Source: an optimization exercise on an open RTL-to-GDS flow (aim: small area). Production flows keep margins and buffers that such runs may drop.
Function was not checked in any run shown here: the RTL went through the layout flow alone.

==> flow/design.v (outline; a module is shown in full before it is edited, if it fits) <==
// module lif_neuron: 132 lines
// module lif_leak: 848 lines
// module lif_fa: 10 lines
// module lif_ao22: 9 lines
// module lif_aoi22: 9 lines
// module lif_aoi221: 10 lines
// module lif_aoi222: 11 lines
// module lif_aoi21: 8 lines
// module lif_nor2: 7 lines
// module lif_ha: 9 lines
// module lif_benc: 10 lines
// module lif_benc0: 9 lines
// module lif_benc7: 9 lines
// module lif_xor2: 7 lines
// module lif_xnor2: 7 lines
// module lif_or2: 7 lines
// module lif_inv: 6 lines
module lif_neuron (
    input  wire        clk,
    input  wire        rst,
    input  wire [15:0] threshold,
    input  wire [15:0] leak_rate,
    input  wire [7:0]  refractory,
    input  wire        leaky_enable,
    input  wire        reset_on_spike,
    input  wire [15:0] input_neuron_id,
    input  wire [7:0]  synapse_weight,
    input  wire        spike_in_valid,
    output wire        spike_in_ready,
    output reg  [15:0] output_neuron_id,
    output reg         spike_out_valid,
    input  wire        spike_out_ready,
    input  wire [15:0] neuron_id,
    output reg  [15:0] membrane_potential,
    output wire        in_refractory,
    output reg  [7:0]  refract_counter
);
  // ...
==> flow/flow/run.sh <==
#!/bin/bash
# Standard ORFS layout (the standard.sh: standard synthesis, floorplan,
# placement, CTS, routing) with these changes:
# - after floorplan, flow/downsize.tcl sets combinational cells that synthesis
#   upsized back to drive strength 1 (repair steps size up what needs it);
# - the buffers that buffer_ports puts on every input and output port are the
#   smallest plain buffer (sky130_fd_sc_hd__buf_1) instead of the cell the
#   resizer picks by default;
# - clock tree synthesis uses clkbuf_8 buffers and no dummy loads;
# - synthesis (ABC) buffers are removed at floorplan (REMOVE_ABC_BUFFERS);
# make's whole output goes to make_finish.log; each ORFS step keeps its own
# log under orfs/logs/.
set -euo pipefail
cd "$(dirname "$0")/.."
bash standard.sh \
  "POST_FLOORPLAN_TCL=$PWD/flow/downsize.tcl" \
  "BUFFER_PORTS_ARGS=-buffer_cell sky130_fd_sc_hd__buf_1" \
  "CTS_ARGS=-sink_clustering_enable -repair_clock_nets -dont_use_dummy_load -buf_list sky130_fd_sc_hd__clkbuf_8" \
  "REMOVE_ABC_BUFFERS=1" \
  finish > make_finish.log 2>&1
==> flow/flow/downsize.tcl <==
# Sourced by ORFS at the end of floorplan (POST_FLOORPLAN_TCL).  Synthesis
# (ABC) maps small helper modules on their own and often picks a larger drive
# strength than the layout needs; set every combinational cell that has a
# size-1 variant of the same function back to size 1.  The later repair steps
# (repair_design, repair_timing) size cells up again where timing, slew or
# capacitance need it.  Flip-flops and clock cells are left alone.
set db [ord::get_db]
set block [ord::get_db_block]
set swapped 0
foreach inst [$block getInsts] {
  set master [$inst getMaster]
  set name [$master getName]
  if {![regexp {^(sky130_fd_sc_hd__[a-z0-9]+)_([0-9]+)$} $name -> base size]} { continue }
  if {$size <= 1} { continue }
  if {[regexp {__(df|sdf|edf|dl|clk|dly|conb|tap|fill|decap|diode)} $base]} { continue }
  set small [$db findMaster ${base}_1]
  if {$small eq "NULL" || $small eq ""} { continue }
  if {[$small getWidth] >= [$master getWidth]} { continue }
  $inst swapMaster $small
  incr swapped
}
puts "downsize.tcl: $swapped cells set to drive strength 1"
==> flow/standard.sh <==
#!/bin/bash
# synth_recipe.tcl (not shown) runs the flow's synth.tcl, then flattens the netlist and writes it again
# the make line also repeats each setting of config.mk as NAME=value (left out here)
make -C /OpenROAD-flow-scripts/flow DESIGN_CONFIG=/design/flow/config.mk WORK_HOME=/design/flow/orfs CLKGATE_MAP_FILE= SYNTH_SCRIPT=/design/flow/synth_recipe.tcl "${@:-finish}"
==> flow/config.mk <==
export PLATFORM = sky130hd
export DESIGN_NAME = lif_neuron
export DESIGN_NICKNAME = lif_neuron
export VERILOG_FILES = /design/flow/design.v
export SDC_FILE = /design/flow/constraint.sdc
export NUM_CORES = 4
export LEC_CHECK = 0
export CAP_MARGIN = 5
export CORE_MARGIN = 2
export CORE_UTILIZATION = 40
export GPL_TIMING_DRIVEN = 0
export SLEW_MARGIN = 5
export SYNTH_HIERARCHICAL = 1
export SYNTH_MINIMUM_KEEP_SIZE = 0
==> flow/constraint.sdc <==
create_clock -name core_clock -period 14.0 [get_ports {clk}]
set_input_delay 2.8000 -clock core_clock [delete_from_list [all_inputs] [get_ports {clk}]]
set_output_delay 2.8000 -clock core_clock [all_outputs]
set_load 0.01 [all_outputs]
==> run_results.csv, run 1 <==
group,metric,value,unit
run_status,status,"no timing/DRC/antenna violations",
logic_synthesis,synthTopCellsByCount,"a22oi_2 (136), xnor2_1 (136), fa_1 (123)",
global_routing,met3_usage,1.801,%
logic_synthesis,yosysSeqAreaShare,10.48,%
floorplan,rows,52,
final_layout,multi_input_area_share,77.07,%
floorplan,die_w,147.3,um
logic_synthesis,synthAdderAreaFrac,32.19,%
global_routing,grt_max_degree,32,
sta,hold_viol_final,0,
final_layout,diodes,0,
logic_synthesis,netlist_instances,741,
critical_path,cp-start-kind,"input port",
logic_synthesis,synthArstFlopShare,0,%
final_layout,final_core_util,40.79,%
critical_path,cpLargestDelayFamily,"adder cells",
critical_path,r2r_slack,2590,ps
global_routing,grt_use_met2,32.90,%
sta,finalSetupViolCount,0,
critical_path,crit_fanout,16,
floorplan,die_y,147.3,um
placement,io_buffers,112,
final_layout,nets,1074,
logic_synthesis,synth-edff-count,0,
sta,worst_pin_slew,1256,ps
final_layout,top_regs,"membrane_potential x16, output_neuron_id x16, refract_counter x8",
sta,fmax,0.07689,GHz
global_routing,grt_pass1_vias,6293,
global_routing,track_usage,19.63,%
clock_network,clk_path_buf_depth,2,
==> inputs of run 2 (changes only) <==
--- a/flow/design.v
+++ b/flow/design.v
@@ -167,53 +167,51 @@
     wire bs_0_6;
     lif_aoi22 u_bs_0_6 (.a(b1_0_0), .b(l[6]), .c(b2_0_0), .d(l[5]), .y(bs_0_6));
     wire bp_0_6;
     lif_xnor2 u_bp_0_6 (.a(bs_0_6), .b(bn_0_0), .y(bp_0_6));
     wire bs_0_7;
     lif_aoi22 u_bs_0_7 (.a(b1_0_0), .b(l[7]), .c(b2_0_0), .d(l[6]), .y(bs_0_7));
     wire bp_0_7;
     lif_xnor2 u_bp_0_7 (.a(bs_0_7), .b(bn_0_0), .y(bp_0_7));
-    wire b1_0_1, b2_0_1;
-    lif_benc0 u_be_0_1 (.hi(m[1]), .mid(m[0]), .one(b1_0_1), .two(b2_0_1));
     wire bn_0_1;
     lif_inv u_bn_0_1 (.a(m[1]), .y(bn_0_1));
     wire bs_0_8;
-    lif_aoi22 u_bs_0_8 (.a(b1_0_1), .b(l[8]), .c(b2_0_1), .d(l[7]), .y(bs_0_8));
+    lif_aoi22 u_bs_0_8 (.a(b1_0_0), .b(l[8]), .c(b2_0_0), .d(l[7]), .y(bs_0_8));
     wire bp_0_8;
     lif_xnor2 u_bp_0_8 (.a(bs_0_8), .b(bn_0_1), .y(bp_0_8));
     wire bs_0_9;
-    lif_aoi22 u_bs_0_9 (.a(b1_0_1), .b(l[9]), .c(b2_0_1), .d(l[8]), .y(bs_0_9));
+    lif_aoi22 u_bs_0_9 (.a(b1_0_0), .b(l[9]), .c(b2_0_0), .d(l[8]), .y(bs_0_9));
     wire bp_0_9;
     lif_xnor2 u_bp_0_9 (.a(bs_0_9), .b(bn_0_1), .y(bp_0_9));
     wire bs_0_10;
-    lif_aoi22 u_bs_0_10 (.a(b1_0_1), .b(l[10]), .c(b2_0_1), .d(l[9]), .y(bs_0_10));
+    lif_aoi22 u_bs_0_10 (.a(b1_0_0), .b(l[10]), .c(b2_0_0), .d(l[9]), .y(bs_0_10));
     wire bp_0_10;
     lif_xnor2 u_bp_0_10 (.a(bs_0_10), .b(bn_0_1), .y(bp_0_10));
     wire bs_0_11;
-    lif_aoi22 u_bs_0_11 (.a(b1_0_1), .b(l[11]), .c(b2_0_1), .d(l[10]), .y(bs_0_11));
+    lif_aoi22 u_bs_0_11 (.a(b1_0_0), .b(l[11]), .c(b2_0_0), .d(l[10]), .y(bs_0_11));
     wire bp_0_11;
     lif_xnor2 u_bp_0_11 (.a(bs_0_11), .b(bn_0_1), .y(bp_0_11));
     wire bs_0_12;
-    lif_aoi22 u_bs_0_12 (.a(b1_0_1), .b(l[12]), .c(b2_0_1), .d(l[11]), .y(bs_0_12));
+    lif_aoi22 u_bs_0_12 (.a(b1_0_0), .b(l[12]), .c(b2_0_0), .d(l[11]), .y(bs_0_12));
     wire bp_0_12;
     lif_xnor2 u_bp_0_12 (.a(bs_0_12), .b(bn_0_1), .y(bp_0_12));
     wire bs_0_13;
-    lif_aoi22 u_bs_0_13 (.a(b1_0_1), .b(l[13]), .c(b2_0_1), .d(l[12]), .y(bs_0_13));
+    lif_aoi22 u_bs_0_13 (.a(b1_0_0), .b(l[13]), .c(b2_0_0), .d(l[12]), .y(bs_0_13));
     wire bp_0_13;
     lif_xnor2 u_bp_0_13 (.a(bs_0_13), .b(bn_0_1), .y(bp_0_13));
     wire bs_0_14;
-    lif_aoi22 u_bs_0_14 (.a(b1_0_1), .b(l[14]), .c(b2_0_1), .d(l[13]), .y(bs_0_14));
+    lif_aoi22 u_bs_0_14 (.a(b1_0_0), .b(l[14]), .c(b2_0_0), .d(l[13]), .y(bs_0_14));
     wire bp_0_14;
     lif_xnor2 u_bp_0_14 (.a(bs_0_14), .b(bn_0_1), .y(bp_0_14));
     wire bs_0_15;
-    lif_aoi22 u_bs_0_15 (.a(b1_0_1), .b(l[15]), .c(b2_0_1), .d(l[14]), .y(bs_0_15));
+    lif_aoi22 u_bs_0_15 (.a(b1_0_0), .b(l[15]), .c(b2_0_0), .d(l[14]), .y(bs_0_15));
     wire bp_0_15;
     lif_xnor2 u_bp_0_15 (.a(bs_0_15), .b(bn_0_1), .y(bp_0_15));
-    wire bs_0_16 = ~(b2_0_1 & l[15]);
+    wire bs_0_16 = ~(b2_0_0 & l[15]);
     wire bp_0_16;
     lif_xnor2 u_bp_0_16 (.a(bs_0_16), .b(bn_0_1), .y(bp_0_16));
     wire b1_1_0, b2_1_0;
     lif_benc u_be_1_0 (.hi(m[3]), .mid(m[2]), .lo(m[1]), .one(b1_1_0), .two(b2_1_0));
     wire bn_1_0;
     lif_inv u_bn_1_0 (.a(m[3]), .y(bn_1_0));
     wire bs_1_0 = ~(b1_1_0 & l[0]);
     wire bp_1_0;
@@ -241,53 +239,51 @@
     wire bs_1_6;
     lif_aoi22 u_bs_1_6 (.a(b1_1_0), .b(l[6]), .c(b2_1_0), .d(l[5]), .y(bs_1_6));
     wire bp_1_6;
     lif_xnor2 u_bp_1_6 (.a(bs_1_6), .b(bn_1_0), .y(bp_1_6));
     wire bs_1_7;
     lif_aoi22 u_bs_1_7 (.a(b1_1_0), .b(l[7]), .c(b2_1_0), .d(l[6]), .y(bs_1_7));
     wire bp_1_7;
     lif_xnor2 u_bp_1_7 (.a(bs_1_7), .b(bn_1_0), .y(bp_1_7));
-    wire b1_1_1, b2_1_1;
-    lif_benc u_be_1_1 (.hi(m[3]), .mid(m[2]), .lo(m[1]), .one(b1_1_1), .two(b2_1_1));
     wire bn_1_1;
     lif_inv u_bn_1_1 (.a(m[3]), .y(bn_1_1));
     wire bs_1_8;
-    lif_aoi22 u_bs_1_8 (.a(b1_1_1), .b(l[8]), .c(b2_1_1), .d(l[7]), .y(bs_1_8));
+    lif_aoi22 u_bs_1_8 (.a(b1_1_0), .b(l[8]), .c(b2_1_0), .d(l[7]), .y(bs_1_8));
     wire bp_1_8;
     lif_xnor2 u_bp_1_8 (.a(bs_1_8), .b(bn_1_1), .y(bp_1_8));
     wire bs_1_9;
-    lif_aoi22 u_bs_1_9 (.a(b1_1_1), .b(l[9]), .c(b2_1_1), .d(l[8]), .y(bs_1_9));
+    lif_aoi22 u_bs_1_9 (.a(b1_1_0), .b(l[9]), .c(b2_1_0), .d(l[8]), .y(bs_1_9));
     wire bp_1_9;
     lif_xnor2 u_bp_1_9 (.a(bs_1_9), .b(bn_1_1), .y(bp_1_9));
     wire bs_1_10;
-    lif_aoi22 u_bs_1_10 (.a(b1_1_1), .b(l[10]), .c(b2_1_1), .d(l[9]), .y(bs_1_10));
+    lif_aoi22 u_bs_1_10 (.a(b1_1_0), .b(l[10]), .c(b2_1_0), .d(l[9]), .y(bs_1_10));
     wire bp_1_10;
     lif_xnor2 u_bp_1_10 (.a(bs_1_10), .b(bn_1_1), .y(bp_1_10));
     wire bs_1_11;
-    lif_aoi22 u_bs_1_11 (.a(b1_1_1), .b(l[11]), .c(b2_1_1), .d(l[10]), .y(bs_1_11));
+    lif_aoi22 u_bs_1_11 (.a(b1_1_0), .b(l[11]), .c(b2_1_0), .d(l[10]), .y(bs_1_11));
     wire bp_1_11;
     lif_xnor2 u_bp_1_11 (.a(bs_1_11), .b(bn_1_1), .y(bp_1_11));
     wire bs_1_12;
-    lif_aoi22 u_bs_1_12 (.a(b1_1_1), .b(l[12]), .c(b2_1_1), .d(l[11]), .y(bs_1_12));
+    lif_aoi22 u_bs_1_12 (.a(b1_1_0), .b(l[12]), .c(b2_1_0), .d(l[11]), .y(bs_1_12));
     wire bp_1_12;
     lif_xnor2 u_bp_1_12 (.a(bs_1_12), .b(bn_1_1), .y(bp_1_12));
     wire bs_1_13;
-    lif_aoi22 u_bs_1_13 (.a(b1_1_1), .b(l[13]), .c(b2_1_1), .d(l[12]), .y(bs_1_13));
+    lif_aoi22 u_bs_1_13 (.a(b1_1_0), .b(l[13]), .c(b2_1_0), .d(l[12]), .y(bs_1_13));
     wire bp_1_13;
     lif_xnor2 u_bp_1_13 (.a(bs_1_13), .b(bn_1_1), .y(bp_1_13));
     wire bs_1_14;
-    lif_aoi22 u_bs_1_14 (.a(b1_1_1), .b(l[14]), .c(b2_1_1), .d(l[13]), .y(bs_1_14));
+    lif_aoi22 u_bs_1_14 (.a(b1_1_0), .b(l[14]), .c(b2_1_0), .d(l[13]), .y(bs_1_14));
     wire bp_1_14;
     lif_xnor2 u_bp_1_14 (.a(bs_1_14), .b(bn_1_1), .y(bp_1_14));
     wire bs_1_15;
-    lif_aoi22 u_bs_1_15 (.a(b1_1_1), .b(l[15]), .c(b2_1_1), .d(l[14]), .y(bs_1_15));
+    lif_aoi22 u_bs_1_15 (.a(b1_1_0), .b(l[15]), .c(b2_1_0), .d(l[14]), .y(bs_1_15));
     wire bp_1_15;
     lif_xnor2 u_bp_1_15 (.a(bs_1_15), .b(bn_1_1), .y(bp_1_15));
-    wire bs_1_16 = ~(b2_1_1 & l[15]);
+    wire bs_1_16 = ~(b2_1_0 & l[15]);
     wire bp_1_16;
     lif_xnor2 u_bp_1_16 (.a(bs_1_16), .b(bn_1_1), .y(bp_1_16));
     wire b1_2_0, b2_2_0;
     lif_benc u_be_2_0 (.hi(m[5]), .mid(m[4]), .lo(m[3]), .one(b1_2_0), .two(b2_2_0));
     wire bn_2_0;
     lif_inv u_bn_2_0 (.a(m[5]), .y(bn_2_0));
     wire bs_2_0 = ~(b1_2_0 & l[0]);
     wire bp_2_0;
@@ -315,53 +311,51 @@
     wire bs_2_6;
     lif_aoi22 u_bs_2_6 (.a(b1_2_0), .b(l[6]), .c(b2_2_0), .d(l[5]), .y(bs_2_6));
     wire bp_2_6;
     lif_xnor2 u_bp_2_6 (.a(bs_2_6), .b(bn_2_0), .y(bp_2_6));
     wire bs_2_7;
     lif_aoi22 u_bs_2_7 (.a(b1_2_0), .b(l[7]), .c(b2_2_0), .d(l[6]), .y(bs_2_7));
     wire bp_2_7;
     lif_xnor2 u_bp_2_7 (.a(bs_2_7), .b(bn_2_0), .y(bp_2_7));
-    wire b1_2_1, b2_2_1;
-    lif_benc u_be_2_1 (.hi(m[5]), .mid(m[4]), .lo(m[3]), .one(b1_2_1), .two(b2_2_1));
     wire bn_2_1;
     lif_inv u_bn_2_1 (.a(m[5]), .y(bn_2_1));
     wire bs_2_8;
-    lif_aoi22 u_bs_2_8 (.a(b1_2_1), .b(l[8]), .c(b2_2_1), .d(l[7]), .y(bs_2_8));
+    lif_aoi22 u_bs_2_8 (.a(b1_2_0), .b(l[8]), .c(b2_2_0), .d(l[7]), .y(bs_2_8));
     wire bp_2_8;
     lif_xnor2 u_bp_2_8 (.a(bs_2_8), .b(bn_2_1), .y(bp_2_8));
     wire bs_2_9;
-    lif_aoi22 u_bs_2_9 (.a(b1_2_1), .b(l[9]), .c(b2_2_1), .d(l[8]), .y(bs_2_9));
+    lif_aoi22 u_bs_2_9 (.a(b1_2_0), .b(l[9]), .c(b2_2_0), .d(l[8]), .y(bs_2_9));
     wire bp_2_9;
     lif_xnor2 u_bp_2_9 (.a(bs_2_9), .b(bn_2_1), .y(bp_2_9));
     wire bs_2_10;
-    lif_aoi22 u_bs_2_10 (.a(b1_2_1), .b(l[10]), .c(b2_2_1), .d(l[9]), .y(bs_2_10));
+    lif_aoi22 u_bs_2_10 (.a(b1_2_0), .b(l[10]), .c(b2_2_0), .d(l[9]), .y(bs_2_10));
     wire bp_2_10;
     lif_xnor2 u_bp_2_10 (.a(bs_2_10), .b(bn_2_1), .y(bp_2_10));
     wire bs_2_11;
-    lif_aoi22 u_bs_2_11 (.a(b1_2_1), .b(l[11]), .c(b2_2_1), .d(l[10]), .y(bs_2_11));
+    lif_aoi22 u_bs_2_11 (.a(b1_2_0), .b(l[11]), .c(b2_2_0), .d(l[10]), .y(bs_2_11));
     wire bp_2_11;
     lif_xnor2 u_bp_2_11 (.a(bs_2_11), .b(bn_2_1), .y(bp_2_11));
     wire bs_2_12;
-    lif_aoi22 u_bs_2_12 (.a(b1_2_1), .b(l[12]), .c(b2_2_1), .d(l[11]), .y(bs_2_12));
+    lif_aoi22 u_bs_2_12 (.a(b1_2_0), .b(l[12]), .c(b2_2_0), .d(l[11]), .y(bs_2_12));
     wire bp_2_12;
     lif_xnor2 u_bp_2_12 (.a(bs_2_12), .b(bn_2_1), .y(bp_2_12));
     wire bs_2_13;
-    lif_aoi22 u_bs_2_13 (.a(b1_2_1), .b(l[13]), .c(b2_2_1), .d(l[12]), .y(bs_2_13));
+    lif_aoi22 u_bs_2_13 (.a(b1_2_0), .b(l[13]), .c(b2_2_0), .d(l[12]), .y(bs_2_13));
     wire bp_2_13;
     lif_xnor2 u_bp_2_13 (.a(bs_2_13), .b(bn_2_1), .y(bp_2_13));
     wire bs_2_14;
-    lif_aoi22 u_bs_2_14 (.a(b1_2_1), .b(l[14]), .c(b2_2_1), .d(l[13]), .y(bs_2_14));
+    lif_aoi22 u_bs_2_14 (.a(b1_2_0), .b(l[14]), .c(b2_2_0), .d(l[13]), .y(bs_2_14));
     wire bp_2_14;
     lif_xnor2 u_bp_2_14 (.a(bs_2_14), .b(bn_2_1), .y(bp_2_14));
     wire bs_2_15;
-    lif_aoi22 u_bs_2_15 (.a(b1_2_1), .b(l[15]), .c(b2_2_1), .d(l[14]), .y(bs_2_15));
+    lif_aoi22 u_bs_2_15 (.a(b1_2_0), .b(l[15]), .c(b2_2_0), .d(l[14]), .y(bs_2_15));
     wire bp_2_15;
     lif_xnor2 u_bp_2_15 (.a(bs_2_15), .b(bn_2_1), .y(bp_2_15));
-    wire bs_2_16 = ~(b2_2_1 & l[15]);
+    wire bs_2_16 = ~(b2_2_0 & l[15]);
     wire bp_2_16;
     lif_xnor2 u_bp_2_16 (.a(bs_2_16), .b(bn_2_1), .y(bp_2_16));
     wire b1_3_0, b2_3_0;
     lif_benc u_be_3_0 (.hi(m[7]), .mid(m[6]), .lo(m[5]), .one(b1_3_0), .two(b2_3_0));
     wire bn_3_0;
     lif_inv u_bn_3_0 (.a(m[7]), .y(bn_3_0));
     wire bs_3_0 = ~(b1_3_0 & l[0]);
     wire bp_3_0;
@@ -389,53 +383,51 @@
     wire bs_3_6;
     lif_aoi22 u_bs_3_6 (.a(b1_3_0), .b(l[6]), .c(b2_3_0), .d(l[5]), .y(bs_3_6));
     wire bp_3_6;
     lif_xnor2 u_bp_3_6 (.a(bs_3_6), .b(bn_3_0), .y(bp_3_6));
     wire bs_3_7;
     lif_aoi22 u_bs_3_7 (.a(b1_3_0), .b(l[7]), .c(b2_3_0), .d(l[6]), .y(bs_3_7));
     wire bp_3_7;
     lif_xnor2 u_bp_3_7 (.a(bs_3_7), .b(bn_3_0), .y(bp_3_7));
-    wire b1_3_1, b2_3_1;
-    lif_benc u_be_3_1 (.hi(m[7]), .mid(m[6]), .lo(m[5]), .one(b1_3_1), .two(b2_3_1));
     wire bn_3_1;
     lif_inv u_bn_3_1 (.a(m[7]), .y(bn_3_1));
     wire bs_3_8;
-    lif_aoi22 u_bs_3_8 (.a(b1_3_1), .b(l[8]), .c(b2_3_1), .d(l[7]), .y(bs_3_8));
+    lif_aoi22 u_bs_3_8 (.a(b1_3_0), .b(l[8]), .c(b2_3_0), .d(l[7]), .y(bs_3_8));
     wire bp_3_8;
     lif_xnor2 u_bp_3_8 (.a(bs_3_8), .b(bn_3_1), .y(bp_3_8));
     wire bs_3_9;
-    lif_aoi22 u_bs_3_9 (.a(b1_3_1), .b(l[9]), .c(b2_3_1), .d(l[8]), .y(bs_3_9));
+    lif_aoi22 u_bs_3_9 (.a(b1_3_0), .b(l[9]), .c(b2_3_0), .d(l[8]), .y(bs_3_9));
     wire bp_3_9;
     lif_xnor2 u_bp_3_9 (.a(bs_3_9), .b(bn_3_1), .y(bp_3_9));
     wire bs_3_10;
-    lif_aoi22 u_bs_3_10 (.a(b1_3_1), .b(l[10]), .c(b2_3_1), .d(l[9]), .y(bs_3_10));
+    lif_aoi22 u_bs_3_10 (.a(b1_3_0), .b(l[10]), .c(b2_3_0), .d(l[9]), .y(bs_3_10));
     wire bp_3_10;
     lif_xnor2 u_bp_3_10 (.a(bs_3_10), .b(bn_3_1), .y(bp_3_10));
     wire bs_3_11;
-    lif_aoi22 u_bs_3_11 (.a(b1_3_1), .b(l[11]), .c(b2_3_1), .d(l[10]), .y(bs_3_11));
+    lif_aoi22 u_bs_3_11 (.a(b1_3_0), .b(l[11]), .c(b2_3_0), .d(l[10]), .y(bs_3_11));
     wire bp_3_11;
     lif_xnor2 u_bp_3_11 (.a(bs_3_11), .b(bn_3_1), .y(bp_3_11));
     wire bs_3_12;
-    lif_aoi22 u_bs_3_12 (.a(b1_3_1), .b(l[12]), .c(b2_3_1), .d(l[11]), .y(bs_3_12));
+    lif_aoi22 u_bs_3_12 (.a(b1_3_0), .b(l[12]), .c(b2_3_0), .d(l[11]), .y(bs_3_12));
     wire bp_3_12;
     lif_xnor2 u_bp_3_12 (.a(bs_3_12), .b(bn_3_1), .y(bp_3_12));
     wire bs_3_13;
-    lif_aoi22 u_bs_3_13 (.a(b1_3_1), .b(l[13]), .c(b2_3_1), .d(l[12]), .y(bs_3_13));
+    lif_aoi22 u_bs_3_13 (.a(b1_3_0), .b(l[13]), .c(b2_3_0), .d(l[12]), .y(bs_3_13));
     wire bp_3_13;
     lif_xnor2 u_bp_3_13 (.a(bs_3_13), .b(bn_3_1), .y(bp_3_13));
     wire bs_3_14;
-    lif_aoi22 u_bs_3_14 (.a(b1_3_1), .b(l[14]), .c(b2_3_1), .d(l[13]), .y(bs_3_14));
+    lif_aoi22 u_bs_3_14 (.a(b1_3_0), .b(l[14]), .c(b2_3_0), .d(l[13]), .y(bs_3_14));
     wire bp_3_14;
     lif_xnor2 u_bp_3_14 (.a(bs_3_14), .b(bn_3_1), .y(bp_3_14));
     wire bs_3_15;
-    lif_aoi22 u_bs_3_15 (.a(b1_3_1), .b(l[15]), .c(b2_3_1), .d(l[14]), .y(bs_3_15));
+    lif_aoi22 u_bs_3_15 (.a(b1_3_0), .b(l[15]), .c(b2_3_0), .d(l[14]), .y(bs_3_15));
     wire bp_3_15;
     lif_xnor2 u_bp_3_15 (.a(bs_3_15), .b(bn_3_1), .y(bp_3_15));
-    wire bs_3_16 = ~(b2_3_1 & l[15]);
+    wire bs_3_16 = ~(b2_3_0 & l[15]);
     wire bp_3_16;
     lif_xnor2 u_bp_3_16 (.a(bs_3_16), .b(bn_3_1), .y(bp_3_16));
     wire b1_4_0, b2_4_0;
     lif_benc u_be_4_0 (.hi(m[9]), .mid(m[8]), .lo(m[7]), .one(b1_4_0), .two(b2_4_0));
     wire bn_4_0;
     lif_inv u_bn_4_0 (.a(m[9]), .y(bn_4_0));
     wire bs_4_0 = ~(b1_4_0 & l[0]);
     wire bp_4_0;
@@ -463,53 +455,51 @@
     wire bs_4_6;
     lif_aoi22 u_bs_4_6 (.a(b1_4_0), .b(l[6]), .c(b2_4_0), .d(l[5]), .y(bs_4_6));
     wire bp_4_6;
     lif_xnor2 u_bp_4_6 (.a(bs_4_6), .b(bn_4_0), .y(bp_4_6));
     wire bs_4_7;
     lif_aoi22 u_bs_4_7 (.a(b1_4_0), .b(l[7]), .c(b2_4_0), .d(l[6]), .y(bs_4_7));
     wire bp_4_7;
     lif_xnor2 u_bp_4_7 (.a(bs_4_7), .b(bn_4_0), .y(bp_4_7));
-    wire b1_4_1, b2_4_1;
-    lif_benc u_be_4_1 (.hi(m[9]), .mid(m[8]), .lo(m[7]), .one(b1_4_1), .two(b2_4_1));
     wire bn_4_1;
     lif_inv u_bn_4_1 (.a(m[9]), .y(bn_4_1));
     wire bs_4_8;
-    lif_aoi22 u_bs_4_8 (.a(b1_4_1), .b(l[8]), .c(b2_4_1), .d(l[7]), .y(bs_4_8));
+    lif_aoi22 u_bs_4_8 (.a(b1_4_0), .b(l[8]), .c(b2_4_0), .d(l[7]), .y(bs_4_8));
     wire bp_4_8;
     lif_xnor2 u_bp_4_8 (.a(bs_4_8), .b(bn_4_1), .y(bp_4_8));
     wire bs_4_9;
-    lif_aoi22 u_bs_4_9 (.a(b1_4_1), .b(l[9]), .c(b2_4_1), .d(l[8]), .y(bs_4_9));
+    lif_aoi22 u_bs_4_9 (.a(b1_4_0), .b(l[9]), .c(b2_4_0), .d(l[8]), .y(bs_4_9));
     wire bp_4_9;
     lif_xnor2 u_bp_4_9 (.a(bs_4_9), .b(bn_4_1), .y(bp_4_9));
     wire bs_4_10;
-    lif_aoi22 u_bs_4_10 (.a(b1_4_1), .b(l[10]), .c(b2_4_1), .d(l[9]), .y(bs_4_10));
+    lif_aoi22 u_bs_4_10 (.a(b1_4_0), .b(l[10]), .c(b2_4_0), .d(l[9]), .y(bs_4_10));
     wire bp_4_10;
     lif_xnor2 u_bp_4_10 (.a(bs_4_10), .b(bn_4_1), .y(bp_4_10));
     wire bs_4_11;
-    lif_aoi22 u_bs_4_11 (.a(b1_4_1), .b(l[11]), .c(b2_4_1), .d(l[10]), .y(bs_4_11));
+    lif_aoi22 u_bs_4_11 (.a(b1_4_0), .b(l[11]), .c(b2_4_0), .d(l[10]), .y(bs_4_11));
     wire bp_4_11;
     lif_xnor2 u_bp_4_11 (.a(bs_4_11), .b(bn_4_1), .y(bp_4_11));
     wire bs_4_12;
-    lif_aoi22 u_bs_4_12 (.a(b1_4_1), .b(l[12]), .c(b2_4_1), .d(l[11]), .y(bs_4_12));
+    lif_aoi22 u_bs_4_12 (.a(b1_4_0), .b(l[12]), .c(b2_4_0), .d(l[11]), .y(bs_4_12));
     wire bp_4_12;
     lif_xnor2 u_bp_4_12 (.a(bs_4_12), .b(bn_4_1), .y(bp_4_12));
     wire bs_4_13;
-    lif_aoi22 u_bs_4_13 (.a(b1_4_1), .b(l[13]), .c(b2_4_1), .d(l[12]), .y(bs_4_13));
+    lif_aoi22 u_bs_4_13 (.a(b1_4_0), .b(l[13]), .c(b2_4_0), .d(l[12]), .y(bs_4_13));
     wire bp_4_13;
     lif_xnor2 u_bp_4_13 (.a(bs_4_13), .b(bn_4_1), .y(bp_4_13));
     wire bs_4_14;
-    lif_aoi22 u_bs_4_14 (.a(b1_4_1), .b(l[14]), .c(b2_4_1), .d(l[13]), .y(bs_4_14));
+    lif_aoi22 u_bs_4_14 (.a(b1_4_0), .b(l[14]), .c(b2_4_0), .d(l[13]), .y(bs_4_14));
     wire bp_4_14;
     lif_xnor2 u_bp_4_14 (.a(bs_4_14), .b(bn_4_1), .y(bp_4_14));
     wire bs_4_15;
-    lif_aoi22 u_bs_4_15 (.a(b1_4_1), .b(l[15]), .c(b2_4_1), .d(l[14]), .y(bs_4_15));
+    lif_aoi22 u_bs_4_15 (.a(b1_4_0), .b(l[15]), .c(b2_4_0), .d(l[14]), .y(bs_4_15));
     wire bp_4_15;
     lif_xnor2 u_bp_4_15 (.a(bs_4_15), .b(bn_4_1), .y(bp_4_15));
-    wire bs_4_16 = ~(b2_4_1 & l[15]);
+    wire bs_4_16 = ~(b2_4_0 & l[15]);
     wire bp_4_16;
     lif_xnor2 u_bp_4_16 (.a(bs_4_16), .b(bn_4_1), .y(bp_4_16));
     wire b1_5_0, b2_5_0;
     lif_benc u_be_5_0 (.hi(m[11]), .mid(m[10]), .lo(m[9]), .one(b1_5_0), .two(b2_5_0));
     wire bn_5_0;
     lif_inv u_bn_5_0 (.a(m[11]), .y(bn_5_0));
     wire bs_5_0 = ~(b1_5_0 & l[0]);
     wire bp_5_0;
@@ -537,53 +527,51 @@
     wire bs_5_6;
     lif_aoi22 u_bs_5_6 (.a(b1_5_0), .b(l[6]), .c(b2_5_0), .d(l[5]), .y(bs_5_6));
     wire bp_5_6;
     lif_xnor2 u_bp_5_6 (.a(bs_5_6), .b(bn_5_0), .y(bp_5_6));
     wire bs_5_7;
     lif_aoi22 u_bs_5_7 (.a(b1_5_0), .b(l[7]), .c(b2_5_0), .d(l[6]), .y(bs_5_7));
     wire bp_5_7;
     lif_xnor2 u_bp_5_7 (.a(bs_5_7), .b(bn_5_0), .y(bp_5_7));
-    wire b1_5_1, b2_5_1;
-    lif_benc u_be_5_1 (.hi(m[11]), .mid(m[10]), .lo(m[9]), .one(b1_5_1), .two(b2_5_1));
     wire bn_5_1;
     lif_inv u_bn_5_1 (.a(m[11]), .y(bn_5_1));
     wire bs_5_8;
-    lif_aoi22 u_bs_5_8 (.a(b1_5_1), .b(l[8]), .c(b2_5_1), .d(l[7]), .y(bs_5_8));
+    lif_aoi22 u_bs_5_8 (.a(b1_5_0), .b(l[8]), .c(b2_5_0), .d(l[7]), .y(bs_5_8));
     wire bp_5_8;
     lif_xnor2 u_bp_5_8 (.a(bs_5_8), .b(bn_5_1), .y(bp_5_8));
     wire bs_5_9;
-    lif_aoi22 u_bs_5_9 (.a(b1_5_1), .b(l[9]), .c(b2_5_1), .d(l[8]), .y(bs_5_9));
+    lif_aoi22 u_bs_5_9 (.a(b1_5_0), .b(l[9]), .c(b2_5_0), .d(l[8]), .y(bs_5_9));
     wire bp_5_9;
     lif_xnor2 u_bp_5_9 (.a(bs_5_9), .b(bn_5_1), .y(bp_5_9));
     wire bs_5_10;
-    lif_aoi22 u_bs_5_10 (.a(b1_5_1), .b(l[10]), .c(b2_5_1), .d(l[9]), .y(bs_5_10));
+    lif_aoi22 u_bs_5_10 (.a(b1_5_0), .b(l[10]), .c(b2_5_0), .d(l[9]), .y(bs_5_10));
     wire bp_5_10;
     lif_xnor2 u_bp_5_10 (.a(bs_5_10), .b(bn_5_1), .y(bp_5_10));
     wire bs_5_11;
-    lif_aoi22 u_bs_5_11 (.a(b1_5_1), .b(l[11]), .c(b2_5_1), .d(l[10]), .y(bs_5_11));
+    lif_aoi22 u_bs_5_11 (.a(b1_5_0), .b(l[11]), .c(b2_5_0), .d(l[10]), .y(bs_5_11));
     wire bp_5_11;
     lif_xnor2 u_bp_5_11 (.a(bs_5_11), .b(bn_5_1), .y(bp_5_11));
     wire bs_5_12;
-    lif_aoi22 u_bs_5_12 (.a(b1_5_1), .b(l[12]), .c(b2_5_1), .d(l[11]), .y(bs_5_12));
+    lif_aoi22 u_bs_5_12 (.a(b1_5_0), .b(l[12]), .c(b2_5_0), .d(l[11]), .y(bs_5_12));
     wire bp_5_12;
     lif_xnor2 u_bp_5_12 (.a(bs_5_12), .b(bn_5_1), .y(bp_5_12));
     wire bs_5_13;
-    lif_aoi22 u_bs_5_13 (.a(b1_5_1), .b(l[13]), .c(b2_5_1), .d(l[12]), .y(bs_5_13));
+    lif_aoi22 u_bs_5_13 (.a(b1_5_0), .b(l[13]), .c(b2_5_0), .d(l[12]), .y(bs_5_13));
     wire bp_5_13;
     lif_xnor2 u_bp_5_13 (.a(bs_5_13), .b(bn_5_1), .y(bp_5_13));
     wire bs_5_14;
-    lif_aoi22 u_bs_5_14 (.a(b1_5_1), .b(l[14]), .c(b2_5_1), .d(l[13]), .y(bs_5_14));
+    lif_aoi22 u_bs_5_14 (.a(b1_5_0), .b(l[14]), .c(b2_5_0), .d(l[13]), .y(bs_5_14));
     wire bp_5_14;
     lif_xnor2 u_bp_5_14 (.a(bs_5_14), .b(bn_5_1), .y(bp_5_14));
     wire bs_5_15;
-    lif_aoi22 u_bs_5_15 (.a(b1_5_1), .b(l[15]), .c(b2_5_1), .d(l[14]), .y(bs_5_15));
+    lif_aoi22 u_bs_5_15 (.a(b1_5_0), .b(l[15]), .c(b2_5_0), .d(l[14]), .y(bs_5_15));
     wire bp_5_15;
     lif_xnor2 u_bp_5_15 (.a(bs_5_15), .b(bn_5_1), .y(bp_5_15));
-    wire bs_5_16 = ~(b2_5_1 & l[15]);
+    wire bs_5_16 = ~(b2_5_0 & l[15]);
     wire bp_5_16;
     lif_xnor2 u_bp_5_16 (.a(bs_5_16), .b(bn_5_1), .y(bp_5_16));
     wire b1_6_0, b2_6_0;
     lif_benc u_be_6_0 (.hi(m[13]), .mid(m[12]), .lo(m[11]), .one(b1_6_0), .two(b2_6_0));
     wire bn_6_0;
     lif_inv u_bn_6_0 (.a(m[13]), .y(bn_6_0));
     wire bs_6_0 = ~(b1_6_0 & l[0]);
     wire bp_6_0;
@@ -611,53 +599,51 @@
     wire bs_6_6;
     lif_aoi22 u_bs_6_6 (.a(b1_6_0), .b(l[6]), .c(b2_6_0), .d(l[5]), .y(bs_6_6));
     wire bp_6_6;
     lif_xnor2 u_bp_6_6 (.a(bs_6_6), .b(bn_6_0), .y(bp_6_6));
     wire bs_6_7;
     lif_aoi22 u_bs_6_7 (.a(b1_6_0), .b(l[7]), .c(b2_6_0), .d(l[6]), .y(bs_6_7));
     wire bp_6_7;
     lif_xnor2 u_bp_6_7 (.a(bs_6_7), .b(bn_6_0), .y(bp_6_7));
-    wire b1_6_1, b2_6_1;
-    lif_benc u_be_6_1 (.hi(m[13]), .mid(m[12]), .lo(m[11]), .one(b1_6_1), .two(b2_6_1));
     wire bn_6_1;
     lif_inv u_bn_6_1 (.a(m[13]), .y(bn_6_1));
     wire bs_6_8;
-    lif_aoi22 u_bs_6_8 (.a(b1_6_1), .b(l[8]), .c(b2_6_1), .d(l[7]), .y(bs_6_8));
+    lif_aoi22 u_bs_6_8 (.a(b1_6_0), .b(l[8]), .c(b2_6_0), .d(l[7]), .y(bs_6_8));
     wire bp_6_8;
     lif_xnor2 u_bp_6_8 (.a(bs_6_8), .b(bn_6_1), .y(bp_6_8));
     wire bs_6_9;
-    lif_aoi22 u_bs_6_9 (.a(b1_6_1), .b(l[9]), .c(b2_6_1), .d(l[8]), .y(bs_6_9));
+    lif_aoi22 u_bs_6_9 (.a(b1_6_0), .b(l[9]), .c(b2_6_0), .d(l[8]), .y(bs_6_9));
     wire bp_6_9;
     lif_xnor2 u_bp_6_9 (.a(bs_6_9), .b(bn_6_1), .y(bp_6_9));
     wire bs_6_10;
-    lif_aoi22 u_bs_6_10 (.a(b1_6_1), .b(l[10]), .c(b2_6_1), .d(l[9]), .y(bs_6_10));
+    lif_aoi22 u_bs_6_10 (.a(b1_6_0), .b(l[10]), .c(b2_6_0), .d(l[9]), .y(bs_6_10));
     wire bp_6_10;
     lif_xnor2 u_bp_6_10 (.a(bs_6_10), .b(bn_6_1), .y(bp_6_10));
     wire bs_6_11;
-    lif_aoi22 u_bs_6_11 (.a(b1_6_1), .b(l[11]), .c(b2_6_1), .d(l[10]), .y(bs_6_11));
+    lif_aoi22 u_bs_6_11 (.a(b1_6_0), .b(l[11]), .c(b2_6_0), .d(l[10]), .y(bs_6_11));
     wire bp_6_11;
     lif_xnor2 u_bp_6_11 (.a(bs_6_11), .b(bn_6_1), .y(bp_6_11));
     wire bs_6_12;
-    lif_aoi22 u_bs_6_12 (.a(b1_6_1), .b(l[12]), .c(b2_6_1), .d(l[11]), .y(bs_6_12));
+    lif_aoi22 u_bs_6_12 (.a(b1_6_0), .b(l[12]), .c(b2_6_0), .d(l[11]), .y(bs_6_12));
     wire bp_6_12;
     lif_xnor2 u_bp_6_12 (.a(bs_6_12), .b(bn_6_1), .y(bp_6_12));
     wire bs_6_13;
-    lif_aoi22 u_bs_6_13 (.a(b1_6_1), .b(l[13]), .c(b2_6_1), .d(l[12]), .y(bs_6_13));
+    lif_aoi22 u_bs_6_13 (.a(b1_6_0), .b(l[13]), .c(b2_6_0), .d(l[12]), .y(bs_6_13));
     wire bp_6_13;
     lif_xnor2 u_bp_6_13 (.a(bs_6_13), .b(bn_6_1), .y(bp_6_13));
     wire bs_6_14;
-    lif_aoi22 u_bs_6_14 (.a(b1_6_1), .b(l[14]), .c(b2_6_1), .d(l[13]), .y(bs_6_14));
+    lif_aoi22 u_bs_6_14 (.a(b1_6_0), .b(l[14]), .c(b2_6_0), .d(l[13]), .y(bs_6_14));
     wire bp_6_14;
     lif_xnor2 u_bp_6_14 (.a(bs_6_14), .b(bn_6_1), .y(bp_6_14));
     wire bs_6_15;
-    lif_aoi22 u_bs_6_15 (.a(b1_6_1), .b(l[15]), .c(b2_6_1), .d(l[14]), .y(bs_6_15));
+    lif_aoi22 u_bs_6_15 (.a(b1_6_0), .b(l[15]), .c(b2_6_0), .d(l[14]), .y(bs_6_15));
     wire bp_6_15;
     lif_xnor2 u_bp_6_15 (.a(bs_6_15), .b(bn_6_1), .y(bp_6_15));
-    wire bs_6_16 = ~(b2_6_1 & l[15]);
+    wire bs_6_16 = ~(b2_6_0 & l[15]);
     wire bp_6_16;
     lif_xnor2 u_bp_6_16 (.a(bs_6_16), .b(bn_6_1), .y(bp_6_16));
     wire b1_7_0, b2_7_0;
     lif_benc7 u_be_7_0 (.mid(m[14]), .lo(m[13]), .one(b1_7_0), .two(b2_7_0));
     wire bs_7_0 = ~(b1_7_0 & l[0]);
     wire bs_7_1;
     lif_aoi22 u_bs_7_1 (.a(b1_7_0), .b(l[1]), .c(b2_7_0), .d(l[0]), .y(bs_7_1));
     wire bs_7_2;
@@ -667,35 +653,33 @@
     wire bs_7_4;
     lif_aoi22 u_bs_7_4 (.a(b1_7_0), .b(l[4]), .c(b2_7_0), .d(l[3]), .y(bs_7_4));
     wire bs_7_5;
     lif_aoi22 u_bs_7_5 (.a(b1_7_0), .b(l[5]), .c(b2_7_0), .d(l[4]), .y(bs_7_5));
     wire bs_7_6;
     lif_aoi22 u_bs_7_6 (.a(b1_7_0), .b(l[6]), .c(b2_7_0), .d(l[5]), .y(bs_7_6));
     wire bs_7_7;
     lif_aoi22 u_bs_7_7 (.a(b1_7_0), .b(l[7]), .c(b2_7_0), .d(l[6]), .y(bs_7_7));
-    wire b1_7_1, b2_7_1;
-    lif_benc7 u_be_7_1 (.mid(m[14]), .lo(m[13]), .one(b1_7_1), .two(b2_7_1));
     wire bs_7_8;
-    lif_aoi22 u_bs_7_8 (.a(b1_7_1), .b(l[8]), .c(b2_7_1), .d(l[7]), .y(bs_7_8));
+    lif_aoi22 u_bs_7_8 (.a(b1_7_0), .b(l[8]), .c(b2_7_0), .d(l[7]), .y(bs_7_8));
     wire bs_7_9;
-    lif_aoi22 u_bs_7_9 (.a(b1_7_1), .b(l[9]), .c(b2_7_1), .d(l[8]), .y(bs_7_9));
+    lif_aoi22 u_bs_7_9 (.a(b1_7_0), .b(l[9]), .c(b2_7_0), .d(l[8]), .y(bs_7_9));
     wire bs_7_10;
-    lif_aoi22 u_bs_7_10 (.a(b1_7_1), .b(l[10]), .c(b2_7_1), .d(l[9]), .y(bs_7_10));
+    lif_aoi22 u_bs_7_10 (.a(b1_7_0), .b(l[10]), .c(b2_7_0), .d(l[9]), .y(bs_7_10));
     wire bs_7_11;
-    lif_aoi22 u_bs_7_11 (.a(b1_7_1), .b(l[11]), .c(b2_7_1), .d(l[10]), .y(bs_7_11));
+    lif_aoi22 u_bs_7_11 (.a(b1_7_0), .b(l[11]), .c(b2_7_0), .d(l[10]), .y(bs_7_11));
     wire bs_7_12;
-    lif_aoi22 u_bs_7_12 (.a(b1_7_1), .b(l[12]), .c(b2_7_1), .d(l[11]), .y(bs_7_12));
+    lif_aoi22 u_bs_7_12 (.a(b1_7_0), .b(l[12]), .c(b2_7_0), .d(l[11]), .y(bs_7_12));
     wire bs_7_13;
-    lif_aoi22 u_bs_7_13 (.a(b1_7_1), .b(l[13]), .c(b2_7_1), .d(l[12]), .y(bs_7_13));
+    lif_aoi22 u_bs_7_13 (.a(b1_7_0), .b(l[13]), .c(b2_7_0), .d(l[12]), .y(bs_7_13));
     wire bs_7_14;
-    lif_aoi22 u_bs_7_14 (.a(b1_7_1), .b(l[14]), .c(b2_7_1), .d(l[13]), .y(bs_7_14));
+    lif_aoi22 u_bs_7_14 (.a(b1_7_0), .b(l[14]), .c(b2_7_0), .d(l[13]), .y(bs_7_14));
     wire bs_7_15;
-    lif_aoi22 u_bs_7_15 (.a(b1_7_1), .b(l[15]), .c(b2_7_1), .d(l[14]), .y(bs_7_15));
-    wire bs_7_16 = ~(b2_7_1 & l[15]);
+    lif_aoi22 u_bs_7_15 (.a(b1_7_0), .b(l[15]), .c(b2_7_0), .d(l[14]), .y(bs_7_15));
+    wire bs_7_16 = ~(b2_7_0 & l[15]);
     wire fs1, fc2;
     lif_inv u_fs1 (.a(m[1]), .y(fs1));
     assign fc2 = m[1];
     wire fs3, fc4;
     lif_inv u_fs3 (.a(m[2]), .y(fs3));
     assign fc4 = m[2];
     wire fs5, fc6;
     lif_xnor2 u_fs5 (.a(bn_5_0), .b(bp_0_10), .y(fs5));
==> flow/config.mk (replaced) <==
export PLATFORM = sky130hd
export DESIGN_NAME = lif_neuron
export DESIGN_NICKNAME = lif_neuron
export VERILOG_FILES = /design/flow/design.v
export SDC_FILE = /design/flow/constraint.sdc
export NUM_CORES = 4
export LEC_CHECK = 0
export CAP_MARGIN = 0
export CORE_MARGIN = 2
export CORE_UTILIZATION = 40
export GPL_TIMING_DRIVEN = 0
export SLEW_MARGIN = 0
export SYNTH_HIERARCHICAL = 1
export SYNTH_MINIMUM_KEEP_SIZE = 0
==> run_results.csv, run 2 <==
group,metric,value,unit
logic_synthesis,ys_top_cells_by_area,"fa_1 (31%), a22oi_2 (21%), xnor2_1 (15%)",
critical_path,path_class,"in -> reg",
logic_synthesis,yosysSeqAreaShare,10.77,%
global_routing,grt_antenna_before_repair,0,
final_layout,nets,1049,
placement,dp_hpwl,15.93,mm
sta,fin_crit_sh,93.77,%
final_layout,final_cell_mix,"a22oi_1 (138), xnor2_1 (136), fa_1 (123)",
routing,drt-total-wl,21.37,mm
logic_synthesis,synthArstFlopShare,0,%
floorplan,die_y,145.4,um
logic_synthesis,postSynthAreaPerCell,11.20,um2
routing,drc,0,
sta,finalSetupViolCount,0,
critical_path,cp-start-kind,"input port",
final_layout,fillCellCount,2034,
logic_synthesis,synth_top_area_cell,"fa_1",
clock_network,clkLatencyLatePin,290,ps
placement,place_area,0.008015,mm2
logic_synthesis,ys_ff_latch,43,
sta,relSlewSlack,-2.091,%
clock_network,numCtsBuffers,5,
sta,finalCriticalPeriod,13130,ps
routing,drtAntennaViolNets,0,
sta,finClkSkew,11.52,ps
logic_synthesis,ys_types,52,
sta,rsz0062_at_grt,"false",
final_layout,final_area,0.008099,mm2
sta,holdWs,473.9,ps
clock_network,cts_resized,0,
placement,io_buffers,112,
clock_network,cts_tree,"yes",
floorplan,start_util,40.95,%
critical_path,crit_arrival,13320,ps
logic_synthesis,post-synth-top-area-fraction,30.79,%
clock_network,numClockSinks,43,
global_routing,grt_pass1_vias,6419,
clock_network,clkTransAtPathRegs,80,ps
sta,final-max-slew-violation-count,17,
run_status,status,"finished with violations",
final_layout,area_growth,1.283,%
final_layout,final_common_cell,"a22oi_1",
sta,fmax,0.07618,GHz
final_layout,layout-drive-gt1-share,1.923,%
final_layout,top_regs,"membrane_potential x16, output_neuron_id x16, refract_counter x8",
final_layout,ff_latch_area,860.8,um2
clock_network,cts_root_buf,"clkbuf_8",
critical_path,crit_path_frequent_cell,"fa_1",
global_routing,track_usage,19.97,%
routing,drt-pass1-iter-count,6,
final_layout,diodes,0,
sta,worst_pin_slew,1526,ps
logic_synthesis,netlist_instances,714,
logic_synthesis,synth_warnings,7,
final_layout,final_core_util,41.48,%
critical_path,cpPeakStageDelay,670,ps
routing,drt_iter0_markers,442,
global_routing,grt_overflow,0,
critical_path,crit_fanout,16,
sta,setup_tns,0,ps
clock_network,holdBufCountCts,0,
global_routing,grt_pass1_wl,34.59,mm
critical_path,cp-end-kind,"flip-flop",
floorplan,die-area,0.02114,mm2
placement,routabilityCongestion,0.8364,
logic_synthesis,synth-edff-count,0,
floorplan,rows,51,
routing,vias,6211,
job,drv_cap,1,
clock_network,clk_path_buf_depth,2,
routing,wl_per_cell,19.48,um
sta,hold_viol_final,0,
clock_network,cts_setup_buffers,0,
logic_synthesis,synthTopCellsByCount,"a22oi_2 (136), xnor2_1 (136), fa_1 (123)",
run_status,violatedChecks,"max-capacitance violations, max-slew violations",
floorplan,io_pins,129,
final_layout,multi_input_area,0.006200,mm2
logic_synthesis,ys.flop_type,"dfxtp_1",
clock_network,htree_levels,2,
worst_hold_path,hold_class,"reg -> reg",
critical_path,crit_required,14190,ps
critical_path,crit_path_top_delay_cell,"buf_1",
floorplan,fp.coreArea,0.01953,mm2
routing,avgViaCountPerCell,5.662,
global_routing,grt_max_degree,32,
logic_synthesis,syn_area,0.007996,mm2
floorplan,die_w,145.4,um
run 2: cell count changes in the layout (fill, tap and decap cells not counted), sizes merged:
cell | previous run | this run
ha | 7 | 6
nand2b | 17 | 11
nand2 | 34 | 28
o22ai | 18 | 12
xor2 | 17 | 11
buf | 114 | 116
nor2b | 6 | 5
run 2: final timing paths:
kind / from / end / depth (start not counted) / slack [ps]
setup / recovery: leak_rate[9] / membrane_potential[15]$_DFF_P_ / 30 / 870
setup reg to reg: membrane_potential[3]$_DFF_P_ / membrane_potential[15]$_DFF_P_ / 30 / 2220
hold / removal: output_neuron_id[14]$_DFF_P_ / output_neuron_id[14]$_DFF_P_ / 1 / 470
hold reg to reg: output_neuron_id[14]$_DFF_P_ / output_neuron_id[14]$_DFF_P_ / 1 / 470
run 2: Yosys stat by module (local to each module, per instance), a selection:
module,times used,cells,cell area (um2),flops+latches
lif_neuron,1,142,1470,43
lif_leak,1,56,316.6,0
lif_benc,6,4,31.28,0
lif_benc0,1,2,21.27,0
lif_fa,123,1,20.02,0
lif_aoi22,136,1,12.51,0
lif_ha,3,1,12.51,0
lif_benc7,1,1,12.51,0
lif_aoi222,15,1,10.01,0
lif_ao22,24,1,8.758,0
lif_aoi21,1,1,8.758,0
lif_xnor2,135,1,8.758,0
lif_nor2,16,1,3.754,0
run 2: area by class of cell:
cell class / count / area share, %
inverter: 49 / 2.271
tap: 265 / 4.094
sequential: 43 / 10.63
clock buffer: 5 / 0.8497
timing repair buffer: 116 / 5.608
multi-input combinational: 619 / 76.55
run 2: per-stage QoR:
| stage | setup WS [ps] | std cells |
|---|---|---|
| finish | 872.5 | 1097 |
| global route | 464.4 | 1097 |
| CTS | 886.6 | 1096 |
| detailed placement | 585.9 | 1091 |
| global placement | 634.4 | 1088 |
| floorplan | 2008 | 711 |
run 2: kinds of logic (layout without fill, tap and decap cells):
family,Yosys count,in the layout,synth area share (%)
compound gates,229,229,31.04
xor+xnor,147,147,16.10
fa+ha+maj,138,138,32.92
buf+inv,52,170,2.488
flops,43,43,10.77
simple gates,105,105,6.681
run 2: per-layer routing:
metal  part of all wire (%)  vias to the layer above  GRT usage (%)
li1                       -                     2841              -
met1                     43                     3142          27.07
met2                     50                      193          34.79
met3                    4.4                       35          1.881
met4                    2.0                        0          4.510
met5                      0                        -              0
run 2: worst max-delay path: cells and delay by family:
kind | cells | cell delay (ps)
AOI/OAI and AO/OA | 5 | 760
xor gates and xnor gates | 1 | 270
adders and majority gates | 21 | 8640
buffers and inverters | 1 | 670
and+or+nand+nor | 2 | 150

re-timing with driven ports:
No port has a modelled driver above. Below, the same layouts with a new extraction and two added sets of constraints. Step 1 sets driving cells, clkbuf_16 on the clock port and buf_2 on the other inputs (assumed; they add their load-dependent delay and slew). Step 2 moves the port delays by t, midway between the first and last clock arrival at a register: inputs arrive t later, outputs are due t later. That takes back most of the time a late clock gives input paths. Three values: ideal ports, drivers, drivers and shift; two values: the first two.
| run | shift t [ns] | setup WS [ns] | worst register clock-pin slew, ns |
|---|---|---|---|
| run 1 | 0.312 | 0.995 / 0.998 / 0.686 | 0.09 / 0.09 |
| run 2 | 0.308 | 0.873 / 0.870 / 0.562 | 0.08 / 0.08 |
For run 2, which loses most, drivers alone change the setup slack by -0.003 ns; drivers and shift together by -0.311 ns.
